This is an optimization exercise on Yosys and OpenROAD, whose aim is small area and few clock cycles per item, not a production implementation.
At most, simulation tests tie the RTL to the original design; equivalence was not proved.
The RTL of runs 1, 2 and 4 to 6 was laid out without a check of its function.
Power and IR drop assume default switching activity.

$ cat flow/design.v
module top (clock, start, BestDist, motionX, motionY, AddressR, AddressS1, AddressS2, R, S1, S2, completed);
	input clock;
	input start;
	output [7:0] BestDist;
	output [3:0] motionX, motionY;
	output completed;
	input [7:0] R, S1, S2;
	output [7:0] AddressR;
	output [9:0] AddressS1, AddressS2;
	localparam IDLE = 3'd0, FILL = 3'd1, RUN = 3'd2, SEL = 3'd3, DONE = 3'd4;
	reg [2:0] st;
	reg [7:0] p;           
	reg [15:1] th;         
	reg [3:0] phi;         
	reg pass2;
	reg [4:0] r1, r2;      
	reg [3:0] K;           
	reg [7:0] n;           
	reg [7:0] best;
	reg [3:0] mvx, mvy;
	reg completed;
	assign AddressR  = p;
	assign AddressS1 = {r1, 1'b0, p[3:0]};
	assign AddressS2 = {r2, 1'b1, p[3:0]};
	assign BestDist  = best;
	assign motionX   = mvx;
	assign motionY   = mvy;
	wire [8*16-1:0] rin;    
	wire [15:0] th_all = {th, 1'b1};
	wire [8*16-1:0] accs;
	wire [15:0] alive;
	wire load = (st == RUN) && (n == 8'd0);
	wire hold = (st != RUN);
	assign rin[7:0] = R;
	genvar j;
	generate
		for (j = 0; j < 16; j = j + 1) begin : pe
			PE u (.clock(clock), .r(rin[8*j+7:8*j]), .s1(S1), .s2(S2), .use_s1(th_all[j]),
			      .load(load), .hold(hold), .best(best),
			      .acc(accs[8*j+7:8*j]), .alive(alive[j]));
			if (j < 15) begin : rp
				reg [7:0] rpipe;
				always @(posedge clock) rpipe <= rin[8*j+7:8*j];
				assign rin[8*j+15:8*j+8] = rpipe;
			end
		end
	endgenerate
	reg [7:0] selv;
	reg [3:0] seli;
	integer q;
	always @* begin
		selv = 8'd0;
		seli = 4'd0;
		for (q = 15; q >= 0; q = q - 1)
			if (alive[q]) begin
				selv = accs[8*q +: 8];
				seli = q;
			end
	end
	wire any_alive = |alive;
	wire last_row = (K == 4'd15);
	localparam [7:0] T1 = 8'd32;
	wire found = ~best[5];                  
	wire give_up = !pass2 && !found && (phi == 4'd14);
	reg new_pass;
	reg [2:0] st_n;
	reg [3:0] K_n;
	reg [7:0] n_n;
	reg next_row;
	always @* begin
		st_n = st;
		K_n = K;
		n_n = n + 8'd1;
		next_row = 1'b0;
		new_pass = 1'b0;
		case (st)
			IDLE: begin st_n = FILL; K_n = 4'd0; n_n = 8'd0; end
			FILL: if (n == 8'd13) begin st_n = RUN; n_n = 8'd0; end
			RUN: begin
				if (n != 8'd0 && !any_alive) next_row = 1'b1;
				else if (n == 8'd255) st_n = SEL;
			end
			SEL: if (!any_alive) next_row = 1'b1;
			default: st_n = DONE;
		endcase
		if (next_row) begin
			n_n = 8'd0;
			st_n = RUN;
			K_n = K + 4'd1;
			if (last_row) begin
				if (pass2 || found) st_n = DONE;
				else new_pass = 1'b1;
			end
		end
		if (give_up && (st == RUN || st == SEL)) begin
			new_pass = 1'b1;
			n_n = 8'd0;
			st_n = RUN;
		end
		if (new_pass) K_n = 4'd0;
		if (!start) st_n = IDLE;
	end
	wire [7:0] p_n = start ? p + 8'd1 : 8'd0;
	wire [3:0] am1 = p_n[7:4] - 4'd1;
	always @(posedge clock) begin
		st <= st_n;
		K <= K_n;
		n <= n_n;
		p <= p_n;
		if (p_n[3:0] == 4'd0) th <= 15'd0;
		else th <= {th[14:1], 1'b1};
		if (st == IDLE) phi <= 4'd0;
		else if (p == 8'hFF) phi <= phi + 4'd1;
		if (st == IDLE) pass2 <= 1'b0;
		else if (new_pass) pass2 <= 1'b1;
		r1 <= {1'b0, K_n} + {1'b0, p_n[7:4]};
		r2 <= {1'b0, K_n} + {1'b0, am1};
		completed <= start && (st_n == DONE);
		if (st == IDLE)
			best <= T1;
		else if (new_pass)
			best <= 8'hFF;
		else if (st == SEL && any_alive) begin
			best <= selv;
			mvx <= {~seli[3], seli[2:0]};
			mvy <= {~K[3], K[2:0]};
		end
	end
endmodule
module PE (clock, r, s1, s2, use_s1, load, hold, best, acc, alive);
	input clock;
	input [7:0] r, s1, s2;
	input use_s1, load, hold;
	input [7:0] best;
	output reg [7:0] acc;
	output alive;
	wire [7:0] s = use_s1 ? s1 : s2;
	wire [8:0] t = {1'b0, r} + {1'b0, ~s};
	wire c = t[8];
	wire [7:0] x = load ? 8'd0 : acc;
	wire [7:0] y = hold ? 8'd0 : (t[7:0] ^ {8{~c}});
	wire ci = c & ~hold;
	wire [8:0] sum = {1'b0, x} + {1'b0, y} + {8'd0, ci};
	wire [8:0] lt;
	assign lt[0] = 1'b0;
	genvar i;
	generate
		for (i = 0; i < 8; i = i + 1) begin : cmp
			assign lt[i+1] = (~acc[i] & best[i]) | (~acc[i] & lt[i]) | (best[i] & lt[i]);
		end
	endgenerate
	assign alive = lt[8];
	always @(posedge clock) acc <= sum[8] ? 8'hFF : sum[7:0];
endmodule
$ cat flow/run.sh
#!/bin/bash
# synth_recipe.tcl (not shown) runs the flow's synth.tcl, then flattens the netlist and writes it again
# the make line also repeats each setting of config.mk as NAME=value (left out here)
make -C /OpenROAD-flow-scripts/flow DESIGN_CONFIG=/design/flow/config.mk WORK_HOME=/design/flow/orfs CLKGATE_MAP_FILE= SYNTH_SCRIPT=/design/flow/synth_recipe.tcl finish
$ cat flow/config.mk
export PLATFORM = sky130hd
export DESIGN_NAME = top
export DESIGN_NICKNAME = top
export VERILOG_FILES = /design/flow/design.v
export SDC_FILE = /design/flow/constraint.sdc
export NUM_CORES = 4
export LEC_CHECK = 0
export ABC_AREA = 1
export CAP_MARGIN = 20
export CORE_MARGIN = 2
export CORE_UTILIZATION = 40
export CTS_BUF_LIST = sky130_fd_sc_hd__clkbuf_4
export GPL_TIMING_DRIVEN = 0
export SLEW_MARGIN = 20
$ cat flow/constraint.sdc
create_clock -name core_clock -period 5.5 [get_ports {clock}]
set_input_delay 1.1000 -clock core_clock [delete_from_list [all_inputs] [get_ports {clock}]]
set_output_delay 1.1000 -clock core_clock [all_outputs]
set_load 0.01 [all_outputs]
==> flow_summary.json, run 1 <==
{
  "status": "no timing/DRC/antenna violations",
  "avgRoutedWirePerCell_um": 18.3,
  "core_area_um2": 61500,
  "die_w_um": 253,
  "ir_worst_vdd_mv": 0.148,
  "drive_gt1_share_pct": 8.46,
  "htree_levels": 3,
  "path_max_fanout": 10,
  "slew_viol_final": 0,
  "drt-initial-drc-count": 1958,
  "post-route-period-util_pct": 94.5,
  "skew_ns": 0.0460,
  "ant_nets": 0,
  "powerDensity_nw_per_um2": 325,
  "drtPass1Iterations": 6,
  "dp_cells": 4365,
  "die_height_um": 253,
  "cpMostUsedCell": "nand2_1",
  "cts_sinks": 318,
  "cp.required_ns": 6.23,
  "grt_use_total_pct": 25.8,
  "fmax_ghz": 0.192,
  "period_minus_slack_ns": 5.20,
  "areaGrowthSynthToFinish_pct": 11.9,
  "tightest_slew_ns": 1.02,
  "avgSynthCellArea_um2": 7.07,
  "cpMaxStageDelayCell": "clkdlybuf4s50_1",
  "die_area_um2": 64000,
  "cts_tree": "done",
  "start_kind": "input port",
  "reg2reg_setup_slack_ns": 0.48,
  "clk_latency_ns": 0.88,
  "crit_family": "adder cells",
  "antenna_found_initial": 4,
  "setup_viol": 0,
  "multi_input_area_um2": 15700,
  "route.detailed.drc": 0,
  "maxSlewHeadroom_pct": 31.7,
  "start_util_pct": 40.3,
  "io_pins": 71,
  "synth_cell_types": 52,
  "fin_area_um2": 27700,
  "place_congestion": 0.964,
  "grt_pass1_wl_um": 125000,
  "finish.utilization_pct": 45.1,
  "hold_class": "register to register",
  "seq_area_um2": 6450,
  "vias": 23400,
  "nFillCells": 6426,
  "numCtsBuffers": 93,
  "max_stage_delay_ns": 0.57,
  "cp_num_buf_inv": 3,
  "grt_max_degree": 20,
  "synth-seq-area-share_pct": 26.0,
  "syn_area_um2": 24800,
  "clkSlewWorstSetupHoldPaths_ns": 0.07,
  "cp-startpoint": "S2[0]",
  "crit_path_end": "pe[2].u.acc[5]",
  "fin_total_pwr_mw": 9.01,
  "reg2reg_to": "pe[13].u.acc[5]",
  "yosys_warnings": 2,
  "place_area_um2": 26500,
  "cp.depth": 21,
  "synth_fp_nets": 3839,
  "post-place-ws_ns": -1.63,
  "maxCapViolCount": 0,
  "drt_wl_total_um": 82700,
  "leakagePower_nw": 13.2,
  "finalHoldViolCount": 0,
  "portBuffers": 68,
  "synth-seq-cells": 318,
  "regToRegStartpoint": "st[2]",
  "vias_per_cell": 5.17,
  "first_global_vias": 21600,
  "clockRootBuffer": "clkbuf_4",
  "crit_chain": "clkdlybuf4s50_1 > clkbuf_2 > o21ai_0 > ha_1 > inv_1 > fa_1 > o21ai_1 > nand2_1 > nand2_1 > xor2_1 > nor2_1 > fa_1 > fa_1 > a21oi_1 > o21bai_1 > a21oi_1 > o21bai_1 > nand2_1 > nand2_1 > a21oi_2 > o21ai_0",
  "layout.cells.non_filler": 4532,
  "rows": 91,
  "nNetsFinal": 3997,
  "cp-end-kind": "register",
  "criticalPathCategory": "input port to register",
  "globalRoute.totalOverflow": 0,
  "crit_arrival_ns": 5.93,
  "rr_worst_depth": 15,
  "cts_buffer_depth": 3,
  "rsz0062_at_grt": "no",
  "layout_setup_ws_ns": 0.301,
  "netlist_instances": 3507,
  "hpwl_um": 63500
}
-- per-layer routing --
| layer | track usage [%] | wire (µm) | vias up |
|---|---|---|---|
| li1 | - | - | 11900 |
| met1 | 35.7 | 38000 | 10600 |
| met2 | 39.9 | 35500 | 798 |
| met3 | 5.09 | 6590 | 154 |
| met4 | 8.89 | 2710 | 0 |
| met5 | 0 | 0 | - |
-- how the worst min path moves through the flow --
| stage | from | end | depth (start not counted) |
|---|---|---|---|
| floorplan | pe[9].rp.rpipe[0] | pe[10].rp.rpipe[0] | 0 |
| global placement | pe[9].rp.rpipe[0] | pe[10].rp.rpipe[0] | 0 |
| detailed placement | pe[9].rp.rpipe[0] | pe[10].rp.rpipe[0] | 0 |
| CTS | pe[10].rp.rpipe[0] | pe[11].rp.rpipe[0] | 0 |
| global route | pe[9].rp.rpipe[5] | pe[10].rp.rpipe[5] | 0 |
| finish | pe[4].rp.rpipe[7] | pe[5].rp.rpipe[7] | 0 |
-- cells in the mapped netlist, drive strengths merged --
| cell | count | area, µm² |
|---|---|---|
| o31a | 16 | 140 |
| and3 | 2 | 12.5 |
| inv | 552 | 2080 |
| a211oi | 5 | 37.5 |
| a41oi | 1 | 8.76 |
| clkbuf | 88 | 330 |
| o22ai | 46 | 332 |
| edfxtp | 8 | 240 |
| o211ai | 5 | 37.5 |
| nor3 | 42 | 210 |
| nand4 | 2 | 27.5 |
| buf | 46 | 293 |
| ha | 256 | 3200 |
| nor4 | 18 | 113 |
| o21bai | 24 | 184 |
| nand3 | 67 | 335 |
| clkinv | 2 | 7.51 |
| xor2 | 147 | 1290 |
| nand2 | 575 | 2200 |
| o21a | 1 | 7.51 |
| a31oi | 14 | 87.6 |
| o21ai | 340 | 1770 |
| and2 | 3 | 21.3 |
| o31ai | 12 | 90.1 |
| xnor2 | 54 | 473 |
| o221ai | 46 | 566 |
| or2 | 17 | 106 |
| fa | 50 | 1000 |
| dfxtp | 310 | 6210 |
| nor2 | 371 | 1440 |
| a21oi | 383 | 1930 |
| conb | 2 | 7.51 |
| a21boi | 1 | 7.51 |
| nand3b | 1 | 7.51 |
-- cell usage in the layout (no fill, tap or decap), drive strengths merged, types with 2 or more instances in the layout --
cell / n
o22ai: 46
conb: 2
clkdlybuf4s50: 68
fa: 50
diode: 8
o221ai: 46
nor2: 371
o31ai: 12
o21ai: 340
inv: 553
or2: 17
ha: 256
nor4: 18
xnor2: 54
o21bai: 24
nor3: 42
a21oi: 383
bufinv: 2
xor2: 147
dfxtp: 310
clkinv: 29
and3: 2
nand4: 2
buf: 45
a211oi: 5
o31a: 16
and2: 3
edfxtp: 8
a31oi: 14
clkbuf: 217
o211ai: 5
nand2: 575
nand3: 67
-- cell families (layout without fill, tap and decap cells) --
| logic type | count (synthesis) | in the layout | share of synthesized area [%] |
|---|---|---|---|
| compound gates | 894 | 894 | 21.0 |
| xor+xnor | 201 | 201 | 7.10 |
| fa+ha+maj | 306 | 306 | 17.0 |
| buf+inv | 688 | 915 | 10.9 |
| flops | 318 | 318 | 26.0 |
| other cells | 2 | 10 | 0.0303 |
| simple gates | 1098 | 1098 | 18.0 |
-- timing repair --
item | in CTS | in global routing
buffers inserted | 0 | 3
cloned | 0 | 0
hold buffers | 0 | 0
endpoints found under the setup margin | 88 | 125
pin swaps | 0 | 0
gates resized for setup | 17 | 42
-- sequential cells by signal (all words and copies together), names as in the netlist, 3 cells and up --
name         flops
K                4
best             8
mvx              4
mvy              4
n                8
p                8
pe.rp.rpipe    120
pe.u.acc       128
phi              4
r1               5
r2               5
st               3
th              15
-- worst register-to-register path, stage by stage (launching register included) --
cell and delay (ns):
dfxtp_1 0.35, nor2_1 0.29, inv_1 0.14, nor2_1 0.64
nand2_1 0.21, inv_2 0.43, buf_1 0.71, nor2_1 0.14
fa_1 0.48, fa_1 0.48, a31oi_1 0.27, o31ai_1 0.15
nand2_1 0.08, nand2_1 0.06, a21oi_2 0.31, o21ai_0 0.14
-- power breakdown --
group	leakage (nW)	total, mW	internal, mW	switching (mW)
sequential	2.66	2.99	2.70	0.284
clock	0.696	2.32	1.20	1.12
combinational	9.82	3.71	1.29	2.42
-- final cells by class --
type / count / share of cell area [%]
multi-input cells: 2501 / 56.6
flip-flops and latches: 318 / 23.2
inverters: 554 / 7.53
clock buffers: 133 / 3.60
well taps: 790 / 3.56
repair buffers: 71 / 2.54
plain buffers: 126 / 2.24
clock inverters: 31 / 0.618
diodes: 8 / 0.0722
-- metrics by stage --
| step | TNS (ns) | hold slack (ns) |
|---|---|---|
| CTS | 0 | 0.329 |
| detailed placement | -133.54 | 0.346 |
| finish | 0 | 0.338 |
| global route | 0 | 0.362 |
| global placement | -132.23 | 0.345 |
| floorplan | 0 | 0.334 |
==> inputs of run 2 (changes only) <==
--- a/flow/config.mk
+++ b/flow/config.mk
@@ -9,5 +9,5 @@
 export CAP_MARGIN = 20
 export CORE_MARGIN = 2
-export CORE_UTILIZATION = 40
+export CORE_UTILIZATION = 65
 export CTS_BUF_LIST = sky130_fd_sc_hd__clkbuf_4
 export GPL_TIMING_DRIVEN = 0
==> flow_summary.json, run 2 <==
{
  "status": "no timing/DRC/antenna violations",
  "dp_cells": 4086,
  "regToRegStartpoint": "st[1]",
  "path_max_fanout": 10,
  "layout.cells.non_filler": 4237,
  "finalHoldViolCount": 0,
  "rr_worst_depth": 17,
  "hold_class": "register to register",
  "synth-seq-cells": 318,
  "start_util_pct": 66.0,
  "numCtsBuffers": 90,
  "crit_chain": "clkdlybuf4s50_1 > inv_1 > buf_2 > nand2_1 > o21ai_0 > inv_1 > fa_1 > o21ai_0 > nand2_1 > nand2_1 > xor2_1 > nor2_1 > fa_1 > fa_1 > a31oi_1 > o31ai_1 > nand2_1 > nand2_1 > a21oi_2 > o21ai_0",
  "avgSynthCellArea_um2": 7.07,
  "yosys.area.top_type_share_pct": 25.0,
  "layout_commonest_cell": "nand2_1",
  "synthTopCellsByArea": "dfxtp_1 (25%), ha_1 (13%), nand2_1 (8.5%)",
  "max_stage_delay_ns": 0.49,
  "whs_ns": 0.347,
  "synth_edf_count": 8,
  "slew_viol_final": 0,
  "nNetsFinal": 3995,
  "grt_pass1_wl_um": 118000,
  "synth_ff_type": "dfxtp_1",
  "clockRootBuffer": "clkbuf_4",
  "synth_cell_types": 52,
  "place_congestion": 1.01,
  "leakagePower_nw": 13.1,
  "period_minus_slack_ns": 5.28,
  "min_to": "pe[10].rp.rpipe[7]",
  "die_w_um": 199,
  "tightest_slew_ns": 0.845,
  "core_area_um2": 37600,
  "avgRoutedWirePerCell_um": 18.3,
  "vias": 24500,
  "ant_nets": 0,
  "crit_family": "compound AO/OA/AOI/OAI gates",
  "maxCapViolCount": 0,
  "grt_max_degree": 13,
  "reg2reg_to": "pe[5].u.acc[5]",
  "setup_viol": 0,
  "clkSlewWorstSetupHoldPaths_ns": 0.07,
  "criticalPathCategory": "input port to register",
  "yosys-top-cells-count": "nand2_1 (564), inv_1 (538), a21oi_1 (382)",
  "worstHoldStart": "pe[9].rp.rpipe[7]",
  "ir_worst_vdd_mv": 0.278,
  "cpMostUsedCell": "nand2_1",
  "place_area_um2": 26100,
  "drive_gt1_share_pct": 8.00,
  "rsz0062_at_grt": "no",
  "cts_buffer_depth": 3,
  "largest_reg_flops": 128,
  "grt_use_total_pct": 38.8,
  "drt_wl_total_um": 77300,
  "top_register": "pe.u.acc",
  "vias_per_cell": 5.79,
  "first_global_vias": 22500,
  "route.detailed.drc": 0,
  "yosys.area.top_type": "dfxtp_1",
  "hpwl_um": 62200,
  "cpMaxStageDelayCell": "fa_1",
  "rows": 71,
  "antenna_found_initial": 2,
  "whs_path_depth": 0,
  "skew_ns": 0.0444,
  "final_cell_mix": "nand2_1 (564), inv_1 (538), a21oi_1 (366), nor2_1 (358), dfxtp_1 (310)",
  "fmax_ghz": 0.189,
  "fin_area_um2": 27300,
  "syn_area_um2": 24800,
  "reg2reg_setup_slack_ns": 0.30,
  "post-route-period-util_pct": 96.0,
  "cp_num_buf_inv": 4,
  "drtPass1Iterations": 6,
  "maxSlewHeadroom_pct": 43.7,
  "netlist_instances": 3507,
  "synth-seq-area-share_pct": 26.0,
  "top_regs": "pe.u.acc x128, pe.rp.rpipe x120, th x15",
  "powerDensity_nw_per_um2": 326,
  "yosys_warnings": 2,
  "areaGrowthSynthToFinish_pct": 10.0,
  "io_pins": 71,
  "fin_total_pwr_mw": 8.88,
  "cp-end-kind": "register",
  "portBuffers": 68,
  "cts_sinks": 318,
  "postCtsSetupBuffers": 0,
  "htree_levels": 3,
  "die_area_um2": 39700,
  "die_height_um": 199,
  "finish.utilization_pct": 72.6,
  "clk_latency_ns": 0.85,
  "globalRoute.totalOverflow": 0,
  "cp.required_ns": 6.20,
  "cts_tree": "done",
  "synth_fp_nets": 3839,
  "start_kind": "input port",
  "synth-async-reset-ratio_pct": 0,
  "yosysMostFrequentCell": "nand2_1",
  "drt-initial-drc-count": 2785,
  "crit_arrival_ns": 5.98
}
run 2: changes by cell type in the layout (fill, tap and decap cells not counted), sizes merged:
cell / before / now
buf: 45 / 44
bufinv: 2 / 1
clkbuf: 217 / 211
clkinv: 29 / 23
diode: 8 / 3
inv: 553 / 556
run 2: metal layers:
metal  track usage, %  vias to the layer above  part of all wire [%]
li1                 -                    11800                     -
met1             53.8                    11200                    44
met2             58.4                     1255                    42
met3             7.00                      243                   9.5
met4             18.1                        0                   4.7
met5                0                        -                     0
run 2: area by class of cell:
| type | instances | area [µm²] |
|---|---|---|
| multi-input cells | 2501 | 15700 |
| fillers | 3155 | 10300 |
| flip-flops and latches | 318 | 6450 |
| inverters | 554 | 2080 |
| clock buffers | 125 | 938 |
| repair buffers | 68 | 681 |
| well taps | 511 | 639 |
| plain buffers | 130 | 619 |
| clock inverters | 27 | 133 |
| diodes | 3 | 7.51 |
run 2: per-stage QoR:
step | setup TNS [ns] | setup WS, ns
2_1_floorplan | 0 | 0.486
3_3_place_gp | -74.56 | -0.991
3_5_place_dp | -93.40 | -1.18
4_1_cts | 0 | 0.00815
5_1_grt | 0 | 0.0207
6_report | 0 | 0.219
run 2: cells by family after synthesis:
family / count (synthesis) / share of synthesized area, %
simple gates: 1098 / 18.0
compound gates: 894 / 21.0
other cells: 2 / 0.0303
flops: 318 / 26.0
buf+inv: 688 / 10.9
fa+ha+maj: 306 / 17.0
xor+xnor: 201 / 7.10
run 2: how the worst max path moves through the flow:
stage               depth (start not counted)   from         endpoint
floorplan                                  22  S1[0]   pe[2].u.acc[5]
global placement                           23  S1[0]  pe[12].u.acc[7]
detailed placement                         23  S1[1]  pe[14].u.acc[5]
CTS                                        22  S2[0]  pe[15].u.acc[5]
global route                               21  S2[5]  pe[11].u.acc[5]
finish                                     20  S1[1]   pe[5].u.acc[5]
run 2: repair_timing:
item                       CTS  global route
hold endpoints to repair     0             0
gates resized for setup      8            35
pin swaps                    0             0
hold buffers                 0             0
setup endpoints to repair   53           100
run 2: power by group:
| group | switching, mW | total (mW) | leakage [nW] | internal [mW] |
|---|---|---|---|---|
| clock | 1.06 | 2.15 | 0.642 | 1.09 |
| sequential | 0.274 | 2.98 | 2.66 | 2.71 |
| combinational | 2.45 | 3.75 | 9.80 | 1.30 |
| total | 3.79 | 8.88 | 13.1 | 5.09 |
==> inputs of run 3 (changes only) <==
--- a/flow/design.v
+++ b/flow/design.v
@@ -14,5 +14,4 @@
 	reg [3:0] phi;         
 	reg pass2;
-	reg [4:0] r1, r2;      
 	reg [3:0] K;           
 	reg [7:0] n;           
@@ -21,4 +20,7 @@
 	reg completed;
 	assign AddressR  = p;
+	wire [3:0] am1 = p[7:4] - 4'd1;
+	wire [4:0] r1 = {1'b0, K} + {1'b0, p[7:4]};
+	wire [4:0] r2 = {1'b0, K} + {1'b0, am1};
 	assign AddressS1 = {r1, 1'b0, p[3:0]};
 	assign AddressS2 = {r2, 1'b1, p[3:0]};
@@ -102,5 +104,4 @@
 	end
 	wire [7:0] p_n = start ? p + 8'd1 : 8'd0;
-	wire [3:0] am1 = p_n[7:4] - 4'd1;
 	always @(posedge clock) begin
 		st <= st_n;
@@ -114,6 +115,4 @@
 		if (st == IDLE) pass2 <= 1'b0;
 		else if (new_pass) pass2 <= 1'b1;
-		r1 <= {1'b0, K_n} + {1'b0, p_n[7:4]};
-		r2 <= {1'b0, K_n} + {1'b0, am1};
 		completed <= start && (st_n == DONE);
 		if (st == IDLE)
--- a/flow/config.mk
+++ b/flow/config.mk
@@ -10,5 +10,7 @@
 export CORE_MARGIN = 2
 export CORE_UTILIZATION = 65
-export CTS_BUF_LIST = sky130_fd_sc_hd__clkbuf_4
+export CTS_BUF_LIST = sky130_fd_sc_hd__clkbuf_8
+export CTS_CLUSTER_DIAMETER = 60
+export CTS_CLUSTER_SIZE = 30
 export GPL_TIMING_DRIVEN = 0
 export SLEW_MARGIN = 20
==> flow_summary.json, run 3 <==
{
  "final_cell_mix": "nand2_1 (571), inv_1 (543), a21oi_1 (357), nor2_1 (352), o21ai_0 (302)",
  "die_area_um2": 39100,
  "postCtsSetupBuffers": 0,
  "criticalPathCategory": "register to register",
  "status": "no timing/DRC/antenna violations",
  "yosysMostFrequentCell": "nand2_1",
  "ir_worst_vdd_mv": 0.267,
  "ant_nets": 0,
  "cts_sinks": 308,
  "layout.cells.non_filler": 4101,
  "dp_cells": 4043,
  "yosys.area.top_type": "dfxtp_1",
  "leakagePower_nw": 12.7,
  "drive_gt1_share_pct": 5.57,
  "seqPwrFrac_pct": 35.4,
  "drt-initial-drc-count": 2645,
  "vias": 24200,
  "netlist_instances": 3501,
  "top_register": "pe.u.acc",
  "post-route-period-util_pct": 97.7,
  "met1Wirelength_um": 34200,
  "slew_viol_final": 0,
  "die_height_um": 198,
  "drt_wl_total_um": 78400,
  "dr_wl_met2_um": 32900,
  "period_minus_slack_ns": 5.38,
  "globalRoute.totalOverflow": 0,
  "maxCapViolCount": 0,
  "areaGrowthSynthToFinish_pct": 8.90,
  "yosys_warnings": 2,
  "numCtsBuffers": 34,
  "antenna_found_initial": 1,
  "clockRootBuffer": "clkbuf_8",
  "largest_reg_flops": 128,
  "synth_ff_type": "dfxtp_1",
  "drtPass1Iterations": 7,
  "syn_area_um2": 24400,
  "vias_per_cell": 5.91,
  "top_layer_used": "met5",
  "fin_total_pwr_mw": 8.01,
  "die_w_um": 198,
  "start_kind": "register",
  "seq_area_um2": 6250,
  "synthTopCellsByArea": "dfxtp_1 (25%), ha_1 (13%), nand2_1 (8.8%)",
  "crit_arrival_ns": 5.87,
  "top_regs": "pe.u.acc x128, pe.rp.rpipe x120, th x15",
  "intPower_mw": 4.52,
  "grt_pass1_wl_um": 120000,
  "finalHoldViolCount": 0,
  "synth-seq-area-share_pct": 25.6,
  "skew_ns": 0.0286,
  "clk_latency_ns": 0.65,
  "pwr-share-comb_pct": 42.0,
  "path_max_fanout": 10,
  "fin_setup_tns_ns": 0,
  "rows": 71,
  "layout_setup_ws_ns": 0.124,
  "cp.required_ns": 5.99,
  "yosys.area.top_type_share_pct": 24.6,
  "switchingPower_mw": 3.50,
  "synth-async-reset-ratio_pct": 0,
  "synth_cell_types": 53,
  "dr_wl_met3_um": 7590,
  "yosys-top-cells-count": "nand2_1 (572), inv_1 (545), a21oi_1 (373)",
  "route.detailed.drc": 0,
  "grt_use_total_pct": 39.6,
  "place_congestion": 1.02,
  "antenna_cells": 0,
  "maxSlewHeadroom_pct": 34.7,
  "synth_fp_nets": 3834,
  "layout_commonest_cell": "nand2_1",
  "io_pins": 71,
  "post-place-ws_ns": -1.24,
  "grt_max_degree": 18,
  "synth_edf_count": 8,
  "nNetsFinal": 3935,
  "clkSlewWorstSetupHoldPaths_ns": 0.11,
  "hold_class": "register to register",
  "cts_buffer_depth": 3,
  "crit_chain": "inv_1 > nor3_2 > nand2_1 > inv_2 > clkbuf_1 > buf_1 > nor2_1 > fa_1 > inv_1 > fa_1 > o21ai_1 > a21oi_1 > o21bai_1 > nand2_1 > nand2_1 > a21oi_2 > o21ai_0",
  "hpwl_um": 62900,
  "cpMaxStageDelayCell": "buf_1",
  "swShare_pct": 43.6,
  "clkPwrFrac_pct": 22.6,
  "first_global_vias": 22100,
  "avgSynthCellArea_um2": 6.98,
  "tightest_slew_ns": 0.980,
  "setup_viol": 0,
  "core_area_um2": 37300,
  "synth-seq-cells": 308,
  "portBuffers": 68,
  "multi_input_area_um2": 15600,
  "cp-end-kind": "register",
  "cpMostUsedCell": "nand2_1",
  "powerDensity_nw_per_um2": 301,
  "hold_buffers": 0,
  "start_util_pct": 65.5,
  "cts_tree": "done",
  "avgRoutedWirePerCell_um": 19.1,
  "nFillCells": 3168,
  "htree_levels": 2,
  "max_stage_delay_ns": 0.76,
  "fmax_ghz": 0.186
}
run 3: changes by cell type after synthesis, moves of 8 or more:
cell	change
o221ai_1	+19
nand2_1	+8
a21oi_1	-9
dfxtp_1	-10
a21oi_2	+10
o221ai_2	-20
run 3: per-layer routing:
metal / vias to the layer above / track usage [%]
met2: 1227 / 60.4
met1: 11100 / 54.8
li1: 11600 / -
met3: 230 / 7.15
met5: - / 0
met4: 2 / 17.9
run 3: layout make-up:
cell class / count / share of cell area (%)
Multi-Input combinational cell: 2501 / 58.6
Sequential cell: 308 / 23.5
Inverter: 557 / 7.88
Timing Repair Buffer: 68 / 2.57
Buffer: 132 / 2.37
Tap cell: 474 / 2.23
Clock buffer: 35 / 1.81
Clock inverter: 26 / 1.08
run 3: kinds of logic after synthesis:
logic type      after synthesis  synth area share (%)
flops                       308                  25.6
other cells                   2                0.0307
xor+xnor                    201                  7.21
simple gates               1092                  18.1
fa+ha+maj                   307                  17.3
buf+inv                     692                  11.1
compound gates              899                  20.7
run 3: repair_timing:
| action | CTS | global route |
|---|---|---|
| endpoints found under the setup margin | 97 | 128 |
| gates cloned | 0 | 0 |
| endpoints found under the hold margin | 0 | 0 |
| resized for setup | 20 | 52 |
run 3: power by group through the flow:
stage               clock [mW]  combinational (mW)  sequential (mW)
finish                    1.81                3.36             2.84
global route              1.90                3.72             2.87
CTS                       1.81                3.25             2.82
detailed placement           0                3.22             2.87
global placement             0                3.11             2.87
floorplan                    0                2.44             2.79
run 3: per-stage QoR:
step	hold WS, ns	cell area (µm²)	utilization, %
CTS	0.357	26500	71.0
finish	0.355	26600	71.3
global route	0.363	26600	71.3
detailed placement	0.343	25700	68.9
floorplan	0.334	24400	-
global placement	0.344	25700	68.9
run 3: final timing paths:
check / from / end / slack, ns / cells after the start
max reg2reg: st[1] / pe[15].u.acc[5] / 0.12 / 17
max: st[1] / pe[15].u.acc[5] / 0.12 / 17
min: pe[8].rp.rpipe[4] / pe[9].rp.rpipe[4] / 0.36 / 0
min reg2reg: pe[8].rp.rpipe[4] / pe[9].rp.rpipe[4] / 0.36 / 0
run 3: critical path, delay by kind of cell, from the launching register on:
kind	cells	cell delay [ns]
compound gates	5	0.95
fa+ha+maj	2	0.66
flops	1	0.38
buf+inv	5	1.93
simple gates	5	1.30
Testbench counts of run 3, summed over its fixed seeds: cycles 27,633, searches 48.
==> inputs of run 4 (changes only) <==
--- a/flow/design.v
+++ b/flow/design.v
@@ -11,5 +11,4 @@
 	reg [2:0] st;
 	reg [7:0] p;           
-	reg [15:1] th;         
 	reg [3:0] phi;         
 	reg pass2;
@@ -18,5 +17,4 @@
 	reg [7:0] best;
 	reg [3:0] mvx, mvy;
-	reg completed;
 	assign AddressR  = p;
 	wire [3:0] am1 = p[7:4] - 4'd1;
@@ -25,9 +23,14 @@
 	assign AddressS1 = {r1, 1'b0, p[3:0]};
 	assign AddressS2 = {r2, 1'b1, p[3:0]};
+	assign completed = (st == DONE);
 	assign BestDist  = best;
 	assign motionX   = mvx;
 	assign motionY   = mvy;
 	wire [8*16-1:0] rin;    
-	wire [15:0] th_all = {th, 1'b1};
+	wire [15:0] th_all;
+	genvar g;
+	generate for (g = 0; g < 16; g = g + 1) begin : thd
+		assign th_all[g] = (p[3:0] >= g);
+	end endgenerate
 	wire [8*16-1:0] accs;
 	wire [15:0] alive;
@@ -109,11 +112,8 @@
 		n <= n_n;
 		p <= p_n;
-		if (p_n[3:0] == 4'd0) th <= 15'd0;
-		else th <= {th[14:1], 1'b1};
 		if (st == IDLE) phi <= 4'd0;
 		else if (p == 8'hFF) phi <= phi + 4'd1;
 		if (st == IDLE) pass2 <= 1'b0;
 		else if (new_pass) pass2 <= 1'b1;
-		completed <= start && (st_n == DONE);
 		if (st == IDLE)
 			best <= T1;
==> flow_summary.json, run 4 <==
{
  "path_max_fanout": 10,
  "switchingPower_mw": 8.50,
  "start_kind": "input port",
  "seqPwrFrac_pct": 20.8,
  "htree_levels": 2,
  "status": "no timing/DRC/antenna violations",
  "syn_area_um2": 23900,
  "synth_ff_type": "dfxtp_1",
  "hold_class": "register to register",
  "drt-initial-drc-count": 2471,
  "yosys-top-cells-count": "nand2_1 (570), inv_1 (486), a21oi_1 (374)",
  "fin_setup_tns_ns": 0,
  "die_area_um2": 38300,
  "synth-async-reset-ratio_pct": 0,
  "crit_arrival_ns": 5.79,
  "maxCapViolCount": 0,
  "clkPwrFrac_pct": 12.2,
  "final_cell_mix": "nand2_1 (563), inv_1 (483), a21oi_1 (358), nor2_1 (326), o21ai_0 (286)",
  "finalHoldViolCount": 0,
  "synth-seq-area-share_pct": 24.8,
  "drive_gt1_share_pct": 7.39,
  "clkSlewWorstSetupHoldPaths_ns": 0.09,
  "cts_sinks": 292,
  "synth_edf_count": 8,
  "period_minus_slack_ns": 5.30,
  "antenna_found_initial": 0,
  "vias": 23900,
  "die_height_um": 196,
  "place_area_um2": 25100,
  "avgRoutedWirePerCell_um": 19.4,
  "globalRoute.totalOverflow": 0,
  "skew_ns": 0.0243,
  "rr_worst_depth": 23,
  "cp.required_ns": 5.99,
  "setup_viol": 0,
  "nNetsFinal": 3841,
  "clockRootBuffer": "clkbuf_8",
  "synth_fp_nets": 3728,
  "layout.cells.non_filler": 3998,
  "numCtsBuffers": 35,
  "ant_nets": 0,
  "post-place-ws_ns": -0.988,
  "clk_latency_ns": 0.63,
  "ir_worst_vdd_mv": 0.319,
  "portBuffers": 68,
  "tightest_slew_ns": 1.11,
  "drt_wl_total_um": 77700,
  "yosys.area.top_type": "dfxtp_1",
  "swShare_pct": 53.0,
  "die_w_um": 196,
  "slew_viol_final": 0,
  "criticalPathCategory": "input port to register",
  "grt_use_total_pct": 39.9,
  "drtPass1Iterations": 6,
  "avgSynthCellArea_um2": 7.04,
  "finish.utilization_pct": 72.6,
  "first_global_vias": 22100,
  "fmax_ghz": 0.189,
  "cts_tree": "done",
  "maxSlewHeadroom_pct": 25.4,
  "top_regs": "pe.u.acc x128, pe.rp.rpipe x120",
  "synth-seq-cells": 292,
  "cts_buffer_depth": 3,
  "dp_cells": 3928,
  "synthTopCellsByArea": "dfxtp_1 (24%), ha_1 (14%), nand2_1 (9.0%)",
  "yosys.area.top_type_share_pct": 23.8,
  "hpwl_um": 62200,
  "top_register": "pe.u.acc",
  "fin_area_um2": 26400,
  "route.detailed.drc": 0,
  "leakagePower_nw": 13.1,
  "rows": 70,
  "whs_path_depth": 0,
  "grt_max_degree": 18,
  "netlist_instances": 3392,
  "powerDensity_nw_per_um2": 608,
  "cp-end-kind": "register",
  "yosysMostFrequentCell": "nand2_1",
  "yosys_warnings": 2,
  "antenna_cells": 0,
  "whs_ns": 0.352,
  "core_area_um2": 36300,
  "start_util_pct": 65.7,
  "place_congestion": 0.976,
  "synth_cell_types": 53,
  "vias_per_cell": 5.99,
  "pwr-share-comb_pct": 67.0,
  "intPower_mw": 7.53,
  "layout_commonest_cell": "nand2_1",
  "largest_reg_flops": 128,
  "fin_total_pwr_mw": 16.0,
  "layout_setup_ws_ns": 0.202,
  "grt_pass1_wl_um": 118000,
  "io_pins": 71,
  "areaGrowthSynthToFinish_pct": 10.5,
  "post-route-period-util_pct": 96.3
}
## run 4: cell type report
cell class	instances	area, µm²
multi-input cells	2487	15800
flip-flops and latches	292	5930
clock buffers	38	523
repair buffers	76	752
well taps	468	586
clock inverters	24	343
inverters	510	1950
fillers	3008	9970
plain buffers	103	547
## run 4: what timing repair did
item	4_1_cts	5_1_grt
pin swaps	1	2
cloned	0	0
setup endpoints to repair	96	128
gates resized for setup	22	98
hold buffers	0	0
setup buffers	1	7
## run 4: cells by family after synthesis
group	share of synthesized area, %
xor+xnor	7.34
fa+ha+maj	17.8
compound gates	21.6
flops	24.8
buf+inv	10.2
other cells	0.0315
simple gates	18.2
## run 4: path summary, 6_finish.rpt
check	startpoint	end	slack, ns
min	pe[7].rp.rpipe[0]	pe[8].rp.rpipe[0]	0.35
min reg2reg	pe[7].rp.rpipe[0]	pe[8].rp.rpipe[0]	0.35
max reg2reg	p[0]	pe[3].u.acc[5]	0.30
max	S2[1]	pe[7].u.acc[5]	0.20
## run 4: power by group through the flow
stage	registers (mW)	clock network (mW)	logic, mW
2_1_floorplan	3.20	0	7.46
3_3_place_gp	3.35	0	9.90
3_5_place_dp	3.35	0	10.2
4_1_cts	3.31	1.96	10.3
5_1_grt	3.38	2.04	11.9
6_report	3.33	1.96	10.7
## run 4: layer usage
layer / global-route usage (%) / part of all wire [%] / vias to the layer above
met5: 0 / 0 / -
met4: 18.1 / 4.6 / 0
met3: 6.98 / 10 / 195
met2: 61.1 / 42 / 1291
met1: 54.9 / 43 / 11000
li1: - / - / 11400
## run 4: worst max-delay path, stage by stage
cell and delay, ns:
clkdlybuf4s50_1 0.54, buf_1 0.48, o21ai_0 0.30, fa_1 0.49, nand3_1 0.09, nand2_1 0.11
nand2_1 0.09, nand2_1 0.09, clkbuf_2 0.19, xor2_1 0.18, nor2_1 0.09, fa_1 0.50
fa_1 0.43, a21oi_1 0.18, o21bai_1 0.12, a21oi_1 0.15, o21bai_1 0.11, nand2_1 0.07
nand2_1 0.09, a21oi_4 0.24, o21ai_0 0.15
==> inputs of run 5 (changes only) <==
--- a/flow/design.v
+++ b/flow/design.v
@@ -19,6 +19,7 @@
 	assign AddressR  = p;
 	wire [3:0] am1 = p[7:4] - 4'd1;
-	wire [4:0] r1 = {1'b0, K} + {1'b0, p[7:4]};
-	wire [4:0] r2 = {1'b0, K} + {1'b0, am1};
+	wire [3:0] Kc;         
+	wire [4:0] r1 = {1'b0, Kc} + {1'b0, p[7:4]};
+	wire [4:0] r2 = {1'b0, Kc} + {1'b0, am1};
 	assign AddressS1 = {r1, 1'b0, p[3:0]};
 	assign AddressS2 = {r2, 1'b1, p[3:0]};
@@ -35,6 +36,7 @@
 	wire [8*16-1:0] accs;
 	wire [15:0] alive;
-	wire load = (st == RUN) && (n == 8'd0);
-	wire hold = (st != RUN);
+	wire sw;                
+	wire load = ((st == RUN) && (n == 8'd0)) || sw;
+	wire hold = (st != RUN) && !sw;
 	assign rin[7:0] = R;
 	genvar j;
@@ -68,40 +70,33 @@
 	wire found = ~best[5];                  
 	wire give_up = !pass2 && !found && (phi == 4'd14);
-	reg new_pass;
+	wire row_out = ((st == RUN) && (n != 8'd0) || (st == SEL)) && !any_alive;
+	wire pass_end = row_out && last_row;
+	wire to_done = pass_end && (pass2 || found);
+	wire new_pass = (pass_end && !to_done) || (give_up && (st == RUN || st == SEL));
+	assign sw = row_out && !to_done && !new_pass;
+	assign Kc = sw ? K + 4'd1 : K;
 	reg [2:0] st_n;
 	reg [3:0] K_n;
 	reg [7:0] n_n;
-	reg next_row;
 	always @* begin
 		st_n = st;
-		K_n = K;
+		K_n = Kc;
 		n_n = n + 8'd1;
-		next_row = 1'b0;
-		new_pass = 1'b0;
 		case (st)
 			IDLE: begin st_n = FILL; K_n = 4'd0; n_n = 8'd0; end
 			FILL: if (n == 8'd13) begin st_n = RUN; n_n = 8'd0; end
-			RUN: begin
-				if (n != 8'd0 && !any_alive) next_row = 1'b1;
-				else if (n == 8'd255) st_n = SEL;
-			end
-			SEL: if (!any_alive) next_row = 1'b1;
-			default: st_n = DONE;
+			RUN: if (!sw && n == 8'd255) st_n = SEL;
+			default: ;
 		endcase
-		if (next_row) begin
+		if (sw) begin
+			st_n = RUN;
+			n_n = 8'd1;
+		end
+		if (to_done) st_n = DONE;
+		if (new_pass) begin
+			st_n = RUN;
 			n_n = 8'd0;
-			st_n = RUN;
-			K_n = K + 4'd1;
-			if (last_row) begin
-				if (pass2 || found) st_n = DONE;
-				else new_pass = 1'b1;
-			end
+			K_n = 4'd0;
 		end
-		if (give_up && (st == RUN || st == SEL)) begin
-			new_pass = 1'b1;
-			n_n = 8'd0;
-			st_n = RUN;
-		end
-		if (new_pass) K_n = 4'd0;
 		if (!start) st_n = IDLE;
 	end
==> flow_summary.json, run 5 <==
{
  "slew_viol_final": 0,
  "hpwl_um": 60800,
  "clkSlewWorstSetupHoldPaths_ns": 0.11,
  "io_pins": 71,
  "top_register": "pe.u.acc",
  "period_minus_slack_ns": 5.56,
  "cp.depth": 22,
  "synthTopCellsByArea": "dfxtp_1 (24%), ha_1 (14%), nand2_1 (8.5%)",
  "cp-startpoint": "best[5]",
  "cts_buffer_depth": 3,
  "powerDensity_nw_per_um2": 607,
  "numCtsBuffers": 30,
  "cp_num_buf_inv": 5,
  "layout_setup_ws_ns": -0.0556,
  "maxSlewHeadroom_pct": 30.8,
  "nFillCells": 2587,
  "crit_arrival_ns": 4.46,
  "antenna_cells": 0,
  "hold_class": "register to register",
  "grt_pass1_wl_um": 121000,
  "max_stage_delay_ns": 0.36,
  "reg2reg_to": "pe[4].u.acc[5]",
  "tightest_slew_ns": 1.04,
  "dp_cells": 3736,
  "maxCapViolCount": 0,
  "multi_input_area_um2": 16300,
  "clockRootBuffer": "clkbuf_8",
  "place_congestion": 1.02,
  "crit_chain": "inv_1 > clkbuf_4 > o221ai_1 > o221ai_1 > o21ai_1 > buf_4 > nand2_1 > nand2_2 > nor2_4 > nand2_2 > nor2_4 > nand2_4 > nor2_8 > o211ai_4 > nor2_4 > xor2_2 > inv_2 > ha_4 > nand3_1 > nand2_2 > xor2_1 > buf_2",
  "worstHoldStart": "pe[5].rp.rpipe[7]",
  "layout_commonest_cell": "nand2_1",
  "syn_area_um2": 23300,
  "setup_viol": 3,
  "crit_family": "simple AND/OR/NAND/NOR gates",
  "yosys_warnings": 2,
  "die_height_um": 193,
  "rows": 69,
  "clk_latency_ns": 0.68,
  "path_max_fanout": 10,
  "start_kind": "register",
  "netlist_instances": 3208,
  "vias": 23900,
  "die_w_um": 193,
  "cts_tree": "done",
  "final_cell_mix": "nand2_1 (511), inv_1 (391), nor2_1 (359), dfxtp_1 (275), a21oi_1 (259)",
  "synth-seq-cells": 292,
  "cpMaxStageDelayCell": "clkbuf_4",
  "yosys.area.top_type": "dfxtp_1",
  "globalRoute.totalOverflow": 0,
  "place_area_um2": 24500,
  "cts_sinks": 292,
  "top_regs": "pe.u.acc x128, pe.rp.rpipe x120",
  "synth-seq-area-share_pct": 25.5,
  "drt_wl_total_um": 82300,
  "avgSynthCellArea_um2": 7.26,
  "synth_ff_type": "dfxtp_1",
  "synth_fp_nets": 3544,
  "grt_max_degree": 19,
  "leakagePower_nw": 13.5,
  "reg2reg_setup_slack_ns": 0.13,
  "synth-async-reset-ratio_pct": 0,
  "largest_reg_flops": 128,
  "fmax_ghz": 0.180,
  "yosys.area.top_type_share_pct": 24.4,
  "regToRegStartpoint": "best[5]",
  "nNetsFinal": 3736,
  "core_area_um2": 35400,
  "avgRoutedWirePerCell_um": 21.2,
  "yosys-top-cells-count": "nand2_1 (528), inv_1 (399), nor2_1 (374)",
  "rsz0062_at_grt": "yes",
  "ir_worst_vdd_mv": 0.452,
  "rr_worst_depth": 28,
  "post-route-period-util_pct": 101,
  "min_to": "pe[6].rp.rpipe[7]",
  "drtPass1Iterations": 6,
  "grt_use_total_pct": 41.1,
  "whs_path_depth": 0,
  "cp.required_ns": 4.40,
  "vias_per_cell": 6.15,
  "die_area_um2": 37300,
  "drive_gt1_share_pct": 12.5,
  "cp-end-kind": "primary output",
  "antenna_found_initial": 1,
  "seq_area_um2": 5950,
  "start_util_pct": 65.8,
  "synth_edf_count": 8,
  "areaGrowthSynthToFinish_pct": 17.3,
  "synth_cell_types": 50,
  "ant_nets": 0,
  "layout.cells.non_filler": 3884,
  "criticalPathCategory": "register to primary output",
  "status": "finished with violations",
  "portBuffers": 67,
  "so_faults": "negative setup slack",
  "htree_levels": 1,
  "fin_area_um2": 27300,
  "drt-initial-drc-count": 2590,
  "yosysMostFrequentCell": "nand2_1",
  "first_global_vias": 22500,
  "route.detailed.drc": 0,
  "skew_ns": 0.0590,
  "finalHoldViolCount": 0
}
-- run 5: cell count changes after synthesis, sizes merged, moves of 15 or more --
| cell | before | now |
|---|---|---|
| nand2 | 578 | 533 |
| xor2 | 174 | 189 |
| nor2 | 350 | 385 |
| o21ai | 329 | 254 |
| or2 | 19 | 1 |
| a21o | 0 | 15 |
| nand3b | 1 | 16 |
| clkbuf | 61 | 42 |
| nor4 | 17 | 2 |
| inv | 502 | 413 |
| xnor2 | 26 | 111 |
| a21oi | 375 | 299 |
-- run 5: metrics by stage --
step	setup TNS (ns)	worst slack [ns]	hold slack (ns)	total power, mW	util [%]
2_1_floorplan	0	0.00550	0.337	10.6	-
6_report	-0.152	-0.0556	0.364	16.6	77.2
3_3_place_gp	-166.58	-1.75	0.341	13.1	69.3
3_5_place_dp	-187.94	-1.92	0.345	13.4	69.3
4_1_cts	-0.0160	-0.0101	0.360	15.5	74.0
5_1_grt	-5.16	-0.314	0.365	17.7	77.2
-- run 5: area by class of cell --
class	count	share of cell area, %
inverter	421	5.99
buffer	94	2.56
timing repair buffer	163	5.21
sequential	292	21.8
multi-input combinational	2398	59.6
tap	461	2.11
clock buffer	32	1.61
clock inverter	23	1.14
-- run 5: power breakdown --
group          internal, mW  leakage, nW  switching, mW
logic                  4.23         10.6           7.34
clock network         0.746        0.370          0.976
registers              2.87         2.46          0.438
-- run 5: metal layers --
layer / global-route usage, % / part of all wire (%) / vias to the layer above / routed length, µm
li1: - / - / 10900 / -
met1: 55.3 / 40 / 11100 / 33300
met2: 64.4 / 43 / 1513 / 35600
met3: 7.34 / 11 / 357 / 8710
met4: 19.0 / 5.8 / 0 / 4750
met5: 0 / 0 / - / 0
-- run 5: worst max-delay path by stage --
stage | to | slack [ns]
after CTS | AddressS1[8] | -0.01
after detailed placement | pe[1].u.acc[5] | -1.92
after global placement | pe[1].u.acc[5] | -1.75
after floorplan | pe[15].u.acc[5] | 0.006
final | AddressS2[8] | -0.06
after global routing | AddressS1[8] | -0.31
-- run 5: cell families (layout without fill, tap and decap cells) --
logic type | count (synthesis) | in the layout | share of synthesized area [%]
other | 2 | 2 | 0.0323
buffers and inverters | 518 | 733 | 8.90
XOR/XNOR | 300 | 300 | 11.3
adder cells (fa/ha/maj) | 310 | 310 | 18.3
AND/OR/NAND/NOR | 1055 | 1055 | 18.3
AO/OA/AOI/OAI | 731 | 731 | 17.7
flip-flops | 292 | 292 | 25.5
-- run 5: timing repair --
| item | 4_1_cts | 5_1_grt |
|---|---|---|
| hold buffers | 0 | 0 |
| gates cloned | 1 | 1 |
| buffers inserted | 35 | 59 |
| pin swaps | 38 | 60 |
| endpoints found under the setup margin | 138 | 138 |
| resized for setup | 196 | 207 |
==> inputs of run 6 (changes only) <==
--- a/flow/design.v
+++ b/flow/design.v
@@ -20,6 +20,9 @@
 	wire [3:0] am1 = p[7:4] - 4'd1;
 	wire [3:0] Kc;         
-	wire [4:0] r1 = {1'b0, Kc} + {1'b0, p[7:4]};
-	wire [4:0] r2 = {1'b0, Kc} + {1'b0, am1};
+	wire sw;               
+	wire [4:0] r1k = {1'b0, K} + {1'b0, p[7:4]};
+	wire [4:0] r2k = {1'b0, K} + {1'b0, am1};
+	wire [4:0] r1 = sw ? r1k + 5'd1 : r1k;
+	wire [4:0] r2 = sw ? r2k + 5'd1 : r2k;
 	assign AddressS1 = {r1, 1'b0, p[3:0]};
 	assign AddressS2 = {r2, 1'b1, p[3:0]};
@@ -36,5 +39,4 @@
 	wire [8*16-1:0] accs;
 	wire [15:0] alive;
-	wire sw;                
 	wire load = ((st == RUN) && (n == 8'd0)) || sw;
 	wire hold = (st != RUN) && !sw;
==> flow_summary.json, run 6 <==
{
  "top_regs": "pe.u.acc x128, pe.rp.rpipe x120",
  "clk_latency_ns": 0.70,
  "largest_reg_flops": 128,
  "cts_buffer_depth": 3,
  "synth-async-reset-ratio_pct": 0,
  "drt_wl_total_um": 78300,
  "cts_tree": "done",
  "regToRegStartpoint": "best[3]",
  "drtPass1Iterations": 6,
  "synth_edf_count": 8,
  "crit_arrival_ns": 4.26,
  "final_cell_mix": "nand2_1 (535), inv_1 (409), nor2_1 (296), dfxtp_1 (278), a21oi_1 (266)",
  "avgSynthCellArea_um2": 7.31,
  "fin_setup_tns_ns": 0,
  "yosys-top-cells-count": "nand2_1 (543), inv_1 (410), nor2_1 (305)",
  "vias_per_cell": 6.00,
  "synth_ff_type": "dfxtp_1",
  "post-route-period-util_pct": 97.5,
  "cp_num_buf_inv": 6,
  "synth_compound_area_share_pct": 17.4,
  "hpwl_um": 60600,
  "cp.depth": 21,
  "ir_worst_vdd_mv": 0.327,
  "vias": 23300,
  "rr_worst_depth": 28,
  "criticalPathCategory": "register to primary output",
  "clkSlewWorstSetupHoldPaths_ns": 0.11,
  "tightest_slew_ns": 1.25,
  "path_max_fanout": 10,
  "drive_gt1_share_pct": 10.9,
  "avgRoutedWirePerCell_um": 20.2,
  "crit_chain": "buf_4 > inv_2 > buf_6 > o221ai_1 > o221ai_1 > o221ai_1 > o221ai_1 > o21ai_1 > o21ai_1 > nand2_2 > nor2_4 > nand2_2 > nor2_4 > nand2_4 > nor2_4 > o211ai_4 > buf_6 > inv_4 > nand2_1 > nand2_1 > clkdlybuf4s50_1",
  "layout_setup_ws_ns": 0.138,
  "start_kind": "register",
  "htree_levels": 1,
  "synth_cell_types": 52,
  "skew_ns": 0.0269,
  "areaGrowthSynthToFinish_pct": 13.1,
  "grt_use_total_pct": 40.2,
  "fmax_ghz": 0.186,
  "globalRoute.totalOverflow": 0,
  "cts_sinks": 292,
  "yosys.area_share.simple_pct": 18.9,
  "reg2reg_to": "pe[3].u.acc[5]",
  "status": "no timing/DRC/antenna violations",
  "cpMostUsedCell": "o221ai_1",
  "first_global_vias": 22100,
  "muxShareOfSynthArea_pct": 0,
  "syn_area_um2": 23700,
  "top_register": "pe.u.acc",
  "start_util_pct": 66.4,
  "hold_class": "register to register",
  "crit_family": "buffers and inverters",
  "yosys.area.top_type": "dfxtp_1",
  "worstHoldStart": "pe[3].rp.rpipe[0]",
  "synth-seq-cells": 292,
  "powerDensity_nw_per_um2": 583,
  "synthTopCellsByArea": "dfxtp_1 (24%), ha_1 (14%), nand2_1 (8.6%)",
  "netlist_instances": 3247,
  "die_w_um": 195,
  "rows": 69,
  "antenna_found_initial": 1,
  "core_area_um2": 35700,
  "drt-initial-drc-count": 2618,
  "hold_buffers": 0,
  "period_minus_slack_ns": 5.36,
  "grt_max_degree": 20,
  "maxCapViolCount": 0,
  "layout_commonest_cell": "nand2_1",
  "route.detailed.drc": 0,
  "portBuffers": 68,
  "yosys_warnings": 2,
  "yosys.area.top_type_share_pct": 24.0,
  "synth_xor_area_share_pct": 11.3,
  "whs_path_depth": 0,
  "grt_pass1_wl_um": 120000,
  "cp.required_ns": 4.40,
  "yosysMostFrequentCell": "nand2_1",
  "antenna_cells": 0,
  "ant_nets": 0,
  "slew_viol_final": 0,
  "rsz0062_at_grt": "yes",
  "synth_fp_nets": 3586,
  "numCtsBuffers": 31,
  "cpMaxStageDelayCell": "clkdlybuf4s50_1",
  "cp-end-kind": "primary output",
  "maxSlewHeadroom_pct": 16.0,
  "whs_ns": 0.359,
  "synth_top_family_by_area": "simple AND/OR/NAND/NOR gates",
  "clockRootBuffer": "clkbuf_8",
  "synth_adder_area_share_pct": 18.1,
  "die_height_um": 195,
  "finish.utilization_pct": 75.1,
  "leakagePower_nw": 13.3,
  "reg2reg_setup_slack_ns": 0.20,
  "post-place-ws_ns": -1.86,
  "nNetsFinal": 3733,
  "fin_total_pwr_mw": 15.6,
  "place_congestion": 1.02,
  "io_pins": 71,
  "synth-seq-area-share_pct": 25.0,
  "min_to": "pe[4].rp.rpipe[0]",
  "max_stage_delay_ns": 0.52,
  "setup_viol": 0,
  "finalHoldViolCount": 0,
  "die_area_um2": 38100
}
run 6: routing by layer:
layer  share of wire [%]  up-vias  GRT usage (%)
li1                    -    10900              -
met1                  42    10700           54.7
met2                  43     1346           62.9
met3                 9.9      262           6.32
met4                 4.8        0           18.1
met5                   0        -              0
run 6: logic make-up after synthesis:
group           after synthesis
fa+ha+maj                   313
flops                       292
simple gates               1067
compound gates              739
buf+inv                     529
xor+xnor                    305
other cells                   2
run 6: cell type report:
cell class,instances,area (µm²)
Clock buffer,32,440
Sequential cell,292,5940
Timing Repair Buffer,116,1080
Inverter,421,1600
Clock inverter,26,283
Buffer,106,733
Multi-Input combinational cell,2426,16200
Fill cell,2834,8900
Tap cell,461,577
run 6: what timing repair did:
| item | CTS | global route |
|---|---|---|
| setup endpoints to repair | 138 | 138 |
| setup buffers | 17 | 31 |
| gates resized for setup | 103 | 128 |
| pin swaps | 12 | 14 |
| endpoints found under the hold margin | 0 | 0 |
run 6: worst max path at each step:
stage                        from              to  slack [ns]
after global placement      S2[0]  pe[1].u.acc[5]       -1.69
after CTS                    p[1]  pe[7].u.acc[5]       -0.02
after floorplan             S2[0]  pe[1].u.acc[5]        0.03
after detailed placement    S2[0]  pe[1].u.acc[5]       -1.86
final                     best[3]    AddressS1[6]        0.14
after global routing      best[2]  pe[2].u.acc[2]       -0.03
run 6: report_power, final:
group          total [mW]  internal, mW  switching [mW]  leakage, nW
Sequential           3.26          2.85           0.405         2.46
Combinational        10.7          3.92            6.80         10.5
Clock                1.67         0.631            1.04        0.350
Total                15.6          7.40            8.24         13.3
run 6: stage by stage:
stage | instance area, µm² | instances
detailed placement | 25000 | 3776
floorplan | 23700 | 3247
CTS | 26200 | 3850
global placement | 25000 | 3776
global route | 26800 | 3880
finish | 26800 | 3880
run 6: worst reg2reg max path, delay by kind of cell, from the launching register on:
kind	cells	cell delay [ns]
AOI/OAI and AO/OA	12	1.93
DFF	1	0.39
adders and majority gates	2	0.89
buffers and inverters	5	1.00
and+or+nand+nor	9	0.99
==> inputs of run 7 (changes only) <==
--- a/flow/design.v
+++ b/flow/design.v
@@ -40,5 +40,6 @@
 	wire [15:0] alive;
 	wire load = ((st == RUN) && (n == 8'd0)) || sw;
-	wire hold = (st != RUN) && !sw;
+	wire rebias = (st == SEL) && any_alive;
+	wire [7:0] dlt;         
 	assign rin[7:0] = R;
 	genvar j;
@@ -46,5 +47,5 @@
 		for (j = 0; j < 16; j = j + 1) begin : pe
 			PE u (.clock(clock), .r(rin[8*j+7:8*j]), .s1(S1), .s2(S2), .use_s1(th_all[j]),
-			      .load(load), .hold(hold), .best(best),
+			      .load(load), .rebias(rebias), .nb(~best), .dlt(dlt),
 			      .acc(accs[8*j+7:8*j]), .alive(alive[j]));
 			if (j < 15) begin : rp
@@ -67,4 +68,5 @@
 			end
 	end
+	assign dlt = ~selv;
 	wire any_alive = |alive;
 	wire last_row = (K == 4'd15);
@@ -117,6 +119,6 @@
 		else if (new_pass)
 			best <= 8'hFF;
-		else if (st == SEL && any_alive) begin
-			best <= selv;
+		else if (rebias) begin
+			best <= selv + best + 8'd1;
 			mvx <= {~seli[3], seli[2:0]};
 			mvy <= {~K[3], K[2:0]};
@@ -124,9 +126,10 @@
 	end
 endmodule
-module PE (clock, r, s1, s2, use_s1, load, hold, best, acc, alive);
+module PE (clock, r, s1, s2, use_s1, load, rebias, nb, dlt, acc, alive);
 	input clock;
 	input [7:0] r, s1, s2;
-	input use_s1, load, hold;
-	input [7:0] best;
+	input use_s1, load, rebias;
+	input [7:0] nb;         
+	input [7:0] dlt;        
 	output reg [7:0] acc;
 	output alive;
@@ -134,17 +137,9 @@
 	wire [8:0] t = {1'b0, r} + {1'b0, ~s};
 	wire c = t[8];
-	wire [7:0] x = load ? 8'd0 : acc;
-	wire [7:0] y = hold ? 8'd0 : (t[7:0] ^ {8{~c}});
-	wire ci = c & ~hold;
+	wire [7:0] x = load ? nb : acc;
+	wire [7:0] y = rebias ? dlt : (t[7:0] ^ {8{~c}});
+	wire ci = c & ~rebias;
 	wire [8:0] sum = {1'b0, x} + {1'b0, y} + {8'd0, ci};
-	wire [8:0] lt;
-	assign lt[0] = 1'b0;
-	genvar i;
-	generate
-		for (i = 0; i < 8; i = i + 1) begin : cmp
-			assign lt[i+1] = (~acc[i] & best[i]) | (~acc[i] & lt[i]) | (best[i] & lt[i]);
-		end
-	endgenerate
-	assign alive = lt[8];
+	assign alive = ~&acc;
 	always @(posedge clock) acc <= sum[8] ? 8'hFF : sum[7:0];
 endmodule
--- a/flow/config.mk
+++ b/flow/config.mk
@@ -14,3 +14,4 @@
 export CTS_CLUSTER_SIZE = 30
 export GPL_TIMING_DRIVEN = 0
+export SETUP_SLACK_MARGIN = 0.05
 export SLEW_MARGIN = 20
==> flow_summary.json, run 7 <==
{
  "fin_area_um2": 26000,
  "yosys.area_share.simple_pct": 20.5,
  "cp.required_ns": 6.04,
  "drt_wl_total_um": 78600,
  "regToRegStartpoint": "pe[7].u.acc[6]",
  "hold_class": "register to register",
  "largest_reg_flops": 128,
  "synth-seq-cells": 292,
  "synth-async-reset-ratio_pct": 0,
  "yosys.area.top_type_share_pct": 24.3,
  "avgSynthCellArea_um2": 6.96,
  "skew_ns": 0.0305,
  "min_to": "pe[13].rp.rpipe[0]",
  "rsz0062_at_grt": "yes",
  "finalHoldViolCount": 0,
  "route.detailed.drc": 0,
  "clockRootBuffer": "clkbuf_8",
  "grt_pass1_wl_um": 120000,
  "drt-initial-drc-count": 2633,
  "netlist_instances": 3363,
  "multi_input_area_um2": 15700,
  "vias": 23400,
  "leakagePower_nw": 12.8,
  "start_util_pct": 65.9,
  "first_global_vias": 21600,
  "cts_sinks": 292,
  "grt_max_degree": 20,
  "numCtsBuffers": 31,
  "start_kind": "input port",
  "antenna_found_initial": 1,
  "post-route-period-util_pct": 97.7,
  "synthTopCellsByArea": "dfxtp_1 (24%), ha_1 (14%), nand2_1 (14%)",
  "synth_fp_nets": 3709,
  "fmax_ghz": 0.186,
  "top_register": "pe.u.acc",
  "core_area_um2": 35500,
  "clkSlewWorstSetupHoldPaths_ns": 0.12,
  "synth_edf_count": 8,
  "tightest_slew_ns": 0.880,
  "setup_viol": 0,
  "antenna_cells": 0,
  "slew_viol_final": 0,
  "synth_compound_area_share_pct": 17.3,
  "synth_ff_type": "dfxtp_1",
  "crit_arrival_ns": 5.91,
  "synth_xor_area_share_pct": 9.02,
  "synth_adder_area_share_pct": 18.7,
  "final_cell_mix": "nand2_1 (841), inv_1 (430), o21ai_0 (406), dfxtp_1 (280), ha_1 (266)",
  "top_regs": "pe.u.acc x128, pe.rp.rpipe x120",
  "ant_nets": 0,
  "areaGrowthSynthToFinish_pct": 11.0,
  "ir_worst_vdd_mv": 0.595,
  "syn_area_um2": 23400,
  "whs_path_depth": 0,
  "die_area_um2": 37500,
  "muxShareOfSynthArea_pct": 0,
  "maxCapViolCount": 0,
  "cp-startpoint": "S2[5]",
  "avgRoutedWirePerCell_um": 19.8,
  "portBuffers": 60,
  "criticalPathCategory": "input port to register",
  "globalRoute.totalOverflow": 0,
  "cts_buffer_depth": 3,
  "die_w_um": 194,
  "nNetsFinal": 3820,
  "reg2reg_to": "pe[10].u.acc[5]",
  "htree_levels": 1,
  "seq_area_um2": 5940,
  "synth_cell_types": 43,
  "io_pins": 71,
  "powerDensity_nw_per_um2": 508,
  "synth_top_family_by_area": "simple AND/OR/NAND/NOR gates",
  "hold_buffers": 0,
  "path_max_fanout": 10,
  "hpwl_um": 62500,
  "status": "no timing/DRC/antenna violations",
  "nFillCells": 2946,
  "synth-seq-area-share_pct": 25.3,
  "die_height_um": 194,
  "finish.utilization_pct": 73.2,
  "reg2reg_setup_slack_ns": 0.17,
  "yosysMostFrequentCell": "nand2_1",
  "yosys_warnings": 2,
  "period_minus_slack_ns": 5.37,
  "cts_tree": "done",
  "maxSlewHeadroom_pct": 41.3,
  "rr_worst_depth": 23,
  "clk_latency_ns": 0.68,
  "vias_per_cell": 5.90,
  "cp-end-kind": "register",
  "place_area_um2": 24600,
  "layout_commonest_cell": "nand2_1",
  "worstHoldStart": "pe[12].rp.rpipe[0]",
  "yosys.area.top_type": "dfxtp_1",
  "grt_use_total_pct": 40.7,
  "rows": 69,
  "place_congestion": 1.03,
  "drive_gt1_share_pct": 7.32,
  "drtPass1Iterations": 7,
  "yosys-top-cells-count": "nand2_1 (854), inv_1 (434), o21ai_0 (420)"
}
run 7: layout make-up:
type	count	area share, %
clock buffer	31	1.64
buffer	99	2.11
tap	461	2.22
clock inverter	26	1.09
inverter	444	6.53
sequential	292	22.9
timing repair buffer	83	2.93
multi-input combinational	2523	60.6
run 7: logic make-up (layout without fill, tap and decap cells):
group | after synthesis | after routing
flip-flops | 292 | 292
AO/OA/AOI/OAI | 765 | 765
AND/OR/NAND/NOR | 1195 | 1195
other | 2 | 2
buffers and inverters | 548 | 683
adder cells (fa/ha/maj) | 320 | 320
XOR/XNOR | 241 | 241
run 7: repair_timing:
| item | CTS | global route |
|---|---|---|
| pin swaps | 3 | 13 |
| setup buffers | 5 | 18 |
| setup endpoints to repair | 128 | 128 |
| gates resized for setup | 84 | 129 |
run 7: worst max-delay path: stages:
cell and delay [ns]:
clkbuf_1 0.64, inv_1 0.32, nand2_1 0.14, o21ai_0 0.10, ha_1 0.32, inv_1 0.06, o21ai_0 0.28, a211o_1 0.19
o21ai_0 0.18, xor2_1 0.19, nor2_1 0.24, a21oi_1 0.15, fa_1 0.53, fa_1 0.43, nand3_1 0.09, nand2_1 0.09
a21oi_1 0.16, o21bai_1 0.12, nand2_1 0.08, nand2_1 0.08, a21oi_4 0.25, o21ai_0 0.14
run 7: metrics by stage:
step                      setup slack, ns  power (mW)  setup TNS, ns  instances  hold slack [ns]
after floorplan                    0.0637        9.01              0       3363            0.337
after global placement              -1.25        10.6        -123.50       3884            0.339
after detailed placement            -1.43        10.9        -141.07       3884            0.343
after CTS                          0.0471        12.7              0       3941            0.339
after global routing              -0.0134        14.3        -0.0134       3959            0.342
final                               0.129        13.2              0       3959            0.334
run 7: where the power goes:
part / switching (mW) / internal, mW / total [mW]
Combinational: 5.26 / 3.30 / 8.56
Sequential: 0.378 / 2.63 / 3.01
Clock: 1.00 / 0.613 / 1.62
run 7: per-layer routing:
| layer | global-route usage (%) | up-vias | wire length, µm |
|---|---|---|---|
| met4 | 19.5 | 2 | 4370 |
| met5 | 0 | - | 12 |
| met1 | 56.1 | 10700 | 32800 |
| li1 | - | 11100 | - |
| met2 | 62.3 | 1304 | 32800 |
| met3 | 6.64 | 259 | 8640 |
run 7: worst max path at each step:
stage,end,slack [ns],depth (start not counted)
3_5_place_dp,pe[14].u.acc[5],-1.43,25
2_1_floorplan,pe[9].u.acc[5],0.06,29
3_3_place_gp,pe[14].u.acc[5],-1.25,24
5_1_grt,pe[12].u.acc[7],-0.01,26
6_report,pe[10].u.acc[5],0.13,22
4_1_cts,pe[11].u.acc[5],0.05,26
Testbench counts of run 7, summed over its fixed seeds: cycles 26,779, searches 48.

## port drivers added, routing unchanged
The flow's constraints put no driver on any port. The routed layouts listed below were extracted and timed again, unchanged, in two steps.
Step 1: set_driving_cell puts a clkbuf_16 on clock and a buf_2 on each other input, an assumption about the parent block.
Step 2 times the ports against the registers' clock, not the clock port: input delays grow and output delays shrink by t, the midpoint of the rising clock arrivals with the driver on.
Slacks: ideal / step 1 / step 2; pairs: ideal / step 1.
run | t (ns) | setup WS [ns] | slew at the worst register clock pin (ns)
run 1 | 0.911 | 0.301 / 0.334 / -0.577 | 0.08 / 0.08
run 2 | 0.883 | 0.219 / 0.246 / -0.637 | 0.08 / 0.08
run 3 | 0.689 | 0.124 / 0.124 / -0.465 | 0.11 / 0.11
run 4 | 0.665 | 0.202 / 0.227 / -0.439 | 0.10 / 0.10
run 5 | 0.704 | -0.056 / -0.111 / -0.669 | 0.11 / 0.11
run 6 | 0.738 | 0.138 / 0.081 / -0.488 | 0.12 / 0.12
run 7 | 0.720 | 0.129 / 0.158 / -0.563 | 0.12 / 0.12
Met with ideal ports but missed after step 2: setup timing in 6 of these runs. For run 1, which loses most, drivers alone change the setup slack by +0.033 ns; drivers and shift together by -0.878 ns.
